Context: an optimization exercise on an open-source flow, tuned for small area. The choices shown serve that exercise and are no tape-out recipe.
At most, simulation tests tie the RTL to the original design; equivalence was not proved.
Power is estimated from default activity; no workload was simulated. No driver is modelled on the clock port, so clocking that relies on it looks cheaper here than on a real chip.

==> flow/design.v <==
`timescale 1ns / 1ps
module facedet_display(
    input wire clk,
    input wire rst,
    output wire [14:0] rd_addr,
    input wire [19:0] ii_rddata,
    input wire detected_flag,
    input wire continuous,
    output wire vga_hsync,
    output wire vga_vsync,
    output wire [3:0] vga_r,
    output wire [3:0] vga_g,
    output wire [3:0] vga_b
    );
    reg [9:0] hpos;
    reg [9:0] vcnt;
    always @(posedge clk) begin
        if (rst) begin
            hpos <= 10'd15;
            vcnt <= 10'd520;
        end else if (hpos == 10'd814) begin
            hpos <= 10'd15;
            vcnt <= (vcnt == 10'd524) ? 10'd0 : vcnt + 10'd1;
        end else begin
            hpos <= hpos + 10'd1;
        end
    end
    wire rows = ((vcnt >= 10'd180) && (vcnt <= 10'd299));
    wire addr_en = rows && ((hpos >= 10'd256) && (hpos <= 10'd415));
    wire data_en = rows && ((hpos >= 10'd259) && (hpos <= 10'd418));
    wire addr_clr = ((vcnt == 10'd490) && (hpos != 10'd15)) || ((vcnt >= 10'd491) && (vcnt <= 10'd524));
    reg [9:0] addr_hi;
    always @(posedge clk) begin
        if (addr_clr)
            addr_hi <= 10'd0;
        else if (addr_en && (hpos[4:0] == 5'd31))
            addr_hi <= addr_hi + 10'd1;
    end
    assign rd_addr = {addr_hi, addr_en ? hpos[4:0] : 5'd0};
    reg [639:0] ring;
    wire [3:0] above = ring[639:636];
    wire [3:0] feed = data_en ? ii_rddata[3:0] : (addr_clr ? 4'd0 : above);
    always @(posedge clk)
        ring <= {ring[635:0], feed};
    wire [3:0] diff = ii_rddata[3:0] - above;
    reg [3:0] row_buff;
    reg [3:0] bw_reg;
    reg [3:0] grey;
    always @(posedge clk) begin
        if (addr_clr)
            row_buff <= 4'd0;
        else if (data_en)
            row_buff <= diff;
        bw_reg <= data_en ? diff - row_buff : 4'd0;
        grey <= bw_reg;
    end
    reg cont_q, det_q;
    always @(posedge clk) begin
        cont_q <= continuous;
        det_q <= detected_flag;
    end
    wire rect = ((hpos >= 10'd116) && (hpos <= 10'd215)) && ((vcnt >= 10'd100) && (vcnt <= 10'd200));
    wire dot =
        ((vcnt == 10'd143) && ((hpos >= 10'd515) && (hpos <= 10'd517))) ||
        ((vcnt == 10'd144) && ((hpos >= 10'd513) && (hpos <= 10'd519))) ||
        ((vcnt == 10'd145) && ((hpos >= 10'd511) && (hpos <= 10'd521))) ||
        ((vcnt == 10'd146) && ((hpos >= 10'd511) && (hpos <= 10'd521))) ||
        ((vcnt == 10'd147) && ((hpos >= 10'd510) && (hpos <= 10'd522))) ||
        ((vcnt == 10'd148) && ((hpos >= 10'd510) && (hpos <= 10'd522))) ||
        ((vcnt == 10'd149) && ((hpos >= 10'd509) && (hpos <= 10'd523))) ||
        ((vcnt == 10'd150) && ((hpos >= 10'd509) && (hpos <= 10'd523))) ||
        ((vcnt == 10'd151) && ((hpos >= 10'd509) && (hpos <= 10'd523))) ||
        ((vcnt == 10'd152) && ((hpos >= 10'd510) && (hpos <= 10'd522))) ||
        ((vcnt == 10'd153) && ((hpos >= 10'd510) && (hpos <= 10'd522))) ||
        ((vcnt == 10'd154) && ((hpos >= 10'd511) && (hpos <= 10'd521))) ||
        ((vcnt == 10'd155) && ((hpos >= 10'd511) && (hpos <= 10'd521))) ||
        ((vcnt == 10'd156) && ((hpos >= 10'd513) && (hpos <= 10'd519))) ||
        ((vcnt == 10'd157) && ((hpos >= 10'd515) && (hpos <= 10'd517)));
    wire xr = (rect && !cont_q) || (dot && !det_q);
    wire xg = (rect && !cont_q) || (dot && det_q);
    wire xb = rect && cont_q;
    assign vga_hsync = !((hpos >= 10'd673) && (hpos <= 10'd768));
    assign vga_vsync = !((vcnt == 10'd491) || ((vcnt == 10'd490) && ((hpos >= 10'd19) && (hpos <= 10'd814))) ||
                         ((vcnt == 10'd492) && ((hpos >= 10'd15) && (hpos <= 10'd18))));
    assign vga_r = {4{xr}} | grey;
    assign vga_g = {4{xg}} | grey;
    assign vga_b = {4{xb}} | grey;
endmodule
clock: 12.0 ns
lec_check: 0
cap_margin: 20
core_margin: 2
core_utilization: 45
cts_cluster_diameter: 100
cts_cluster_size: 36
place_density: 0.6
slew_margin: 20
run.sh (not shown) runs the stock make flow with config.mk's settings and CLKGATE_MAP_FILE= SYNTH_SCRIPT=/design/flow/synth_recipe.tcl, a recipe that flattens the netlist after the stock synthesis.
Rerun with:
Settings changed: CORE_UTILIZATION 45 to 65, CTS_CLUSTER_DIAMETER 100 to 60, CTS_CLUSTER_SIZE 36 to 40, PLACE_DENSITY 0.6 to 0.7.
The new run finished with timing, DRC and antenna clean.
Routed wire length grows by 3.3%.
Setup slack improves by 25 ps.
Sequential power is about the same.
Worst hold slack improved by 5.8 ps.
Clock skew is higher by 17 ps.
Die area fell by 30%.
Area after synthesis does not change.
Sequential share of layout area decreases by 1.6 points.
Core utilization rises by 23 points.
Cell count is lower by 7.0%.
First-iteration DRC count goes up by 11%.
Rerun with:
Settings changed: CORE_UTILIZATION 65 to 45, CTS_CLUSTER_DIAMETER 60 to 200, CTS_CLUSTER_SIZE 40 to 30, PLACE_DENSITY 0.7 to 0.6.
Outcome: Die area rose by 43%; count of clock-buffer cells in the layout decreases by 2; setup slack loses 23 ps; cell area fell by 1.7%; total power came out lower by 8.0%; wire length came out lower by 3.0%; worst hold slack degrades by 19 ps; core utilization went down by 23 points; final cell count grows by 7.5%.
Rerun with:
==> flow/flow/run.sh (new file) <==
#!/bin/bash
# Standard layout with three changes: logic cells shrunk to their smallest
# drive after floorplanning, port buffers of the smallest buffer cell, and
# clock tree synthesis without dummy loads and with larger sink clusters.
set -euo pipefail
here=$(pwd)
export POST_FLOORPLAN_TCL=$here/flow/downsize.tcl
export BUFFER_PORTS_ARGS="-buffer_cell sky130_fd_sc_hd__buf_1"
export CTS_ARGS="-sink_clustering_enable -repair_clock_nets -dont_use_dummy_load -sink_clustering_size 36 -sink_clustering_max_diameter 100"
bash standard.sh > $here/standard.log 2>&1
==> flow/flow/downsize.tcl (new file) <==
# Shrink each logic cell to the smallest drive strength of its family. The
# design has several ns of slack at its period; the resizer's later
# repair_design restores drive wherever a slew or load limit needs it.
set dont_use [split $::env(DONT_USE_CELLS)]
set n 0
set saved 0.0
foreach inst [get_cells *] {
  set master [get_property $inst ref_name]
  if { ![regexp {^(sky130_fd_sc_hd__[a-z0-9]+)_([0-9]+)$} $master -> base sz] } { continue }
  if { [regexp {^sky130_fd_sc_hd__(df|ed|sd|dl|tap|fill|decap|conb|clk|probe|lpflow)} $master] } { continue }
  set cur [lindex [get_lib_cells */$master] 0]
  set best $master
  set best_area [get_property $cur area]
  set area0 $best_area
  foreach lc [get_lib_cells */${base}_*] {
    set name [get_property $lc name]
    if { ![regexp "^${base}_\[0-9\]+\$" $name] } { continue }
    if { [lsearch -exact $dont_use $name] >= 0 } { continue }
    set a [get_property $lc area]
    if { $a < $best_area } {
      set best $name
      set best_area $a
    }
  }
  if { $best ne $master } {
    replace_cell $inst $best
    incr n
    set saved [expr {$saved + $area0 - $best_area}]
  }
}
puts "downsize.tcl: replaced $n cells, [format %.1f $saved] um2 less"
==> flow/standard.sh (new file) <==
#!/bin/bash
# synth_recipe.tcl (not shown) runs the flow's synth.tcl, then flattens the netlist and writes it again
# the make line also repeats each setting of config.mk as NAME=value (left out here)
make -C /OpenROAD-flow-scripts/flow DESIGN_CONFIG=/design/flow/config.mk WORK_HOME=/design/flow/orfs CLKGATE_MAP_FILE= SYNTH_SCRIPT=/design/flow/synth_recipe.tcl "${@:-finish}"
Settings changed: CTS_CLUSTER_DIAMETER 200 to not set, CTS_CLUSTER_SIZE 30 to not set.
removed: flow/run.sh
Result:
- critical path depth went down by 1
- non-clock buffer count went up by 2
- design area went down by 2.4%
- wire length went down by 2.4%
- setup slack is better by 190 ps
- synthesized area is unchanged
- sequential cell count stays the same
- cell count stays flat
No run of this note included a check of the RTL's function; only the layout flow was run.


== v18 ==
Another version of the RTL of facedet_display (not shown whole).
For scale: roughly 950 cells after synthesis, roughly 53 I/O pins.
export LEC_CHECK = 0
export CAP_MARGIN = 20
export CORE_MARGIN = 2
export CORE_UTILIZATION = 45
export GPL_TIMING_DRIVEN = 0
export PLACE_DENSITY = 0.6
export SLEW_MARGIN = 20
create_clock -name core_clock -period 12.0 [get_ports {clk}]
standard.sh (not shown) runs the stock make flow with config.mk's settings and CLKGATE_MAP_FILE= SYNTH_SCRIPT=/design/flow/synth_recipe.tcl, a recipe that flattens the netlist after the stock synthesis.
==> flow/flow/run.sh <==
#!/bin/bash
# Standard layout with four changes: ABC maps the logic with an area-oriented
# script (the flip-flops and their names are those of the standard
# synthesis), logic cells are shrunk to their smallest drive after
# floorplanning, port buffers use the smallest buffer cell, and clock tree
# synthesis runs without dummy loads and with larger sink clusters.
set -euo pipefail
here=$(pwd)
cp -r "$FLOW_HOME/scripts" "$here/scripts"
cp "$here/flow/abc_area.script" "$here/scripts/abc_speed.script"
export SCRIPTS_DIR=$here/scripts
export POST_FLOORPLAN_TCL=$here/flow/downsize.tcl
export BUFFER_PORTS_ARGS="-buffer_cell sky130_fd_sc_hd__buf_1"
export CTS_ARGS="-sink_clustering_enable -repair_clock_nets -dont_use_dummy_load -sink_clustering_size 36 -sink_clustering_max_diameter 90 -sink_clustering_buffer sky130_fd_sc_hd__clkbuf_16 -buf_list sky130_fd_sc_hd__clkbuf_4 -root_buf sky130_fd_sc_hd__clkbuf_8"
bash standard.sh > $here/standard.log 2>&1
==> flow/flow/abc_area.script <==
&get -n
&st
&dch
&nf -p
&st
&syn2
&dch
&nf -p
&st
&syn2
&dch
&nf -p
&st
&syn2
&dch
&nf -p
&st
&dch
&nf -R 1000 -p
&put
==> flow/flow/downsize.tcl <==
# Shrink each logic cell to the smallest drive strength of its family. The
# design has several ns of slack at its period; the resizer's later
# repair_design restores drive wherever a slew or load limit needs it.
set dont_use [split $::env(DONT_USE_CELLS)]
set n 0
set saved 0.0
foreach inst [get_cells *] {
  set master [get_property $inst ref_name]
  if { ![regexp {^(sky130_fd_sc_hd__[a-z0-9]+)_([0-9]+)$} $master -> base sz] } { continue }
  if { [regexp {^sky130_fd_sc_hd__(df|ed|sd|dl|tap|fill|decap|conb|clk|probe|lpflow)} $master] } { continue }
  set cur [lindex [get_lib_cells */$master] 0]
  set best $master
  set best_area [get_property $cur area]
  set area0 $best_area
  foreach lc [get_lib_cells */${base}_*] {
    set name [get_property $lc name]
    if { ![regexp "^${base}_\[0-9\]+\$" $name] } { continue }
    if { [lsearch -exact $dont_use $name] >= 0 } { continue }
    set a [get_property $lc area]
    if { $a < $best_area } {
      set best $name
      set best_area $a
    }
  }
  if { $best ne $master } {
    replace_cell $inst $best
    incr n
    set saved [expr {$saved + $area0 - $best_area}]
  }
}
puts "downsize.tcl: replaced $n cells, [format %.1f $saved] um2 less"
Changes in v22 relative to v18:
Settings: a change of PLACE_DENSITY from 0.6 to 0.65; a change of CORE_UTILIZATION from 45 to 50.
diff --git a/flow/flow/run.sh b/flow/flow/run.sh
--- a/flow/flow/run.sh
+++ b/flow/flow/run.sh
@@ -13,3 +13,3 @@
 export BUFFER_PORTS_ARGS="-buffer_cell sky130_fd_sc_hd__buf_1"
-export CTS_ARGS="-sink_clustering_enable -repair_clock_nets -dont_use_dummy_load -sink_clustering_size 36 -sink_clustering_max_diameter 90 -sink_clustering_buffer sky130_fd_sc_hd__clkbuf_16 -buf_list sky130_fd_sc_hd__clkbuf_4 -root_buf sky130_fd_sc_hd__clkbuf_8"
+export CTS_ARGS="-sink_clustering_enable -repair_clock_nets -dont_use_dummy_load -sink_clustering_size 36 -sink_clustering_max_diameter 100 -sink_clustering_buffer sky130_fd_sc_hd__clkbuf_16 -buf_list sky130_fd_sc_hd__clkbuf_4 -root_buf sky130_fd_sc_hd__clkbuf_8"
 bash standard.sh > $here/standard.log 2>&1
[summary]
Summary of v22 over v18: die area went down 9.8%, utilization went up 4.9 points. The run with more setup slack is v18; v22 has less. v22 completed every stage of the flow, and the final layout passed the timing, DRC and antenna checks.


facedet_display, a different RTL version from the one above (not shown whole).
Size in the first run: ~680 flip-flops.
==> flow/config.mk <==
export PLATFORM = sky130hd
export DESIGN_NAME = facedet_display
export DESIGN_NICKNAME = facedet_display
export VERILOG_FILES = /design/flow/design.v
export SDC_FILE = /design/flow/constraint.sdc
export NUM_CORES = 4
export LEC_CHECK = 0
export CAP_MARGIN = 20
export CORE_MARGIN = 2
export CORE_UTILIZATION = 70
export PLACE_DENSITY = 0.85
export SLEW_MARGIN = 20
==> flow/constraint.sdc <==
create_clock -name core_clock -period 12.0 [get_ports {clk}]
set_input_delay 2.4000 -clock core_clock [delete_from_list [all_inputs] [get_ports {clk}]]
set_output_delay 2.4000 -clock core_clock [all_outputs]
set_load 0.01 [all_outputs]
==> flow/flow/run.sh <==
#!/bin/bash
# Standard layout with four changes: ABC maps the logic with an area-oriented
# script (the flip-flops and their names are those of the standard
# synthesis), logic cells are shrunk to their smallest drive after
# floorplanning, port buffers use the smallest buffer cell, and clock tree
# synthesis runs without dummy loads and with larger sink clusters.
set -euo pipefail
here=$(pwd)
cp -r "$FLOW_HOME/scripts" "$here/scripts"
cp "$here/flow/abc_area.script" "$here/scripts/abc_speed.script"
export SCRIPTS_DIR=$here/scripts
export POST_FLOORPLAN_TCL=$here/flow/downsize.tcl
export BUFFER_PORTS_ARGS="-buffer_cell sky130_fd_sc_hd__buf_1"
export CTS_ARGS="-sink_clustering_enable -repair_clock_nets -dont_use_dummy_load -sink_clustering_size 40 -sink_clustering_max_diameter 50"
bash standard.sh > $here/standard.log 2>&1
Scripts as last shown in full above: flow/flow/abc_area.script, flow/flow/downsize.tcl
The baseline produced a clean layout.
Edit:
==> flow/flow/run.sh (replaced) <==
#!/bin/bash
# Standard layout with three changes: logic cells shrunk to their smallest
# drive after floorplanning, port buffers of the smallest buffer cell, and
# clock tree synthesis without dummy loads and with larger sink clusters.
set -euo pipefail
here=$(pwd)
export POST_FLOORPLAN_TCL=$here/flow/downsize.tcl
export BUFFER_PORTS_ARGS="-buffer_cell sky130_fd_sc_hd__buf_1"
export CTS_ARGS="-sink_clustering_enable -repair_clock_nets -dont_use_dummy_load -sink_clustering_size 36 -sink_clustering_max_diameter 100"
bash standard.sh > $here/standard.log 2>&1
- CORE_UTILIZATION: 70 -> 45
- PLACE_DENSITY: 0.85 -> 0.6
removed: flow/flow/abc_area.script
What happened: Power falls by 6.1%; worst hold slack stays flat; sequential power hardly moves; setup slack improved by 0.21 ns; global-route usage falls by 11 points; routed wire length falls by 25%; clock skew falls by 0.035 ns; design area rises by 0.45%.
Edit:
--- a/flow/flow/run.sh
+++ b/flow/flow/run.sh
@@ -9 +9 @@
-export CTS_ARGS="-sink_clustering_enable -repair_clock_nets -dont_use_dummy_load -sink_clustering_size 36 -sink_clustering_max_diameter 100"
+export CTS_ARGS="-sink_clustering_enable -repair_clock_nets -dont_use_dummy_load -sink_clustering_size 38 -sink_clustering_max_diameter 60"
- CORE_UTILIZATION: 45 -> 65
- PLACE_DENSITY: 0.6 -> 0.75
Effect:
- register-to-register slack gains 0.02 ns
- worst setup slack gains 0.037 ns
- non-clock buffer count does not change
- worst hold slack loses 0.038 ns
- synthesized cell count stays the same
- fmax increases by about 0.7%
- via count increases by 0.47%
- cell area is about the same
Edit:
==> flow/flow/run.sh (replaced) <==
#!/bin/bash
# Standard layout with four changes: ABC maps the logic with an area-oriented
# script (the flip-flops and their names are those of the standard
# synthesis), logic cells are shrunk to their smallest drive after
# floorplanning, port buffers use the smallest buffer cell, and clock tree
# synthesis runs without dummy loads and with larger sink clusters.
set -euo pipefail
here=$(pwd)
cp -r "$FLOW_HOME/scripts" "$here/scripts"
cp "$here/flow/abc_area.script" "$here/scripts/abc_speed.script"
export SCRIPTS_DIR=$here/scripts
export POST_FLOORPLAN_TCL=$here/flow/downsize.tcl
export BUFFER_PORTS_ARGS="-buffer_cell sky130_fd_sc_hd__buf_1"
export CTS_ARGS="-sink_clustering_enable -repair_clock_nets -dont_use_dummy_load -sink_clustering_size 36 -sink_clustering_max_diameter 100"
bash standard.sh > $here/standard.log 2>&1
==> flow/flow/abc_area.script (new file) <==
&get -n
&st
&dch
&nf -p
&st
&syn2
&dch
&nf -p
&st
&syn2
&dch
&nf -p
&st
&syn2
&dch
&nf -p
&st
&dch
&nf -R 1000 -p
&put
- CORE_UTILIZATION: 65 -> 45
- PLACE_DENSITY: 0.75 -> 0.6
What happened: Final area fell by 0.57%. Total power falls by about 3%. Register-to-register slack gets worse by 0.18 ns.

[port drivers added, routing unchanged]
In the flow no input, the clock included, has a driving cell. The finished layouts below were timed again as built, in two steps. Step 1 assumes that a clkbuf_16 drives the clock port and a buf_2 every other input. Step 2, shift: input delay + t, output delay - t, t = (earliest + latest rising clock arrival at the registers) / 2. This alone moves slack from input paths to output paths. Slacks: ideal / step 1 / step 2; pairs: ideal / step 1.
run	shift t [ns]	setup slack, ns	hold WS [ns]	slew at the worst register clock pin (ns)	worst slew at a driven data input, ns
the first run of note 1	0.591	6.205 / 6.158 / 6.749	0.321 / 0.321 / 0.321	0.13 / 0.13	0.04
the second run of note 1	0.628	6.230 / 6.182 / 6.810	0.327 / 0.327 / 0.327	0.13 / 0.13	0.04
the third run of note 1	0.602	6.207 / 6.159 / 6.761	0.308 / 0.308 / 0.308	0.13 / 0.13	0.04
the fourth run of note 1	0.579	6.401 / 6.352 / 6.931	0.287 / 0.287 / 0.287	0.12 / 0.12	0.03
v18	0.642	6.327 / 6.286 / 6.928	0.268 / 0.268 / 0.268	0.12 / 0.12	0.04
v22	0.646	6.290 / 6.251 / 6.897	0.286 / 0.286 / 0.286	0.13 / 0.13	0.05
the first run of note 3	0.549	6.325 / 6.279 / 6.828	0.286 / 0.286 / 0.286	0.12 / 0.12	0.03
the second run of note 3	0.577	6.531 / 6.484 / 7.061	0.287 / 0.287 / 0.287	0.12 / 0.12	0.05
the third run of note 3	0.591	6.568 / 6.522 / 7.112	0.249 / 0.249 / 0.249	0.12 / 0.12	0.05
the fourth run of note 3	0.579	6.414 / 6.363 / 6.941	0.309 / 0.309 / 0.309	0.12 / 0.12	0.04
After both steps every run listed still meets setup and hold.
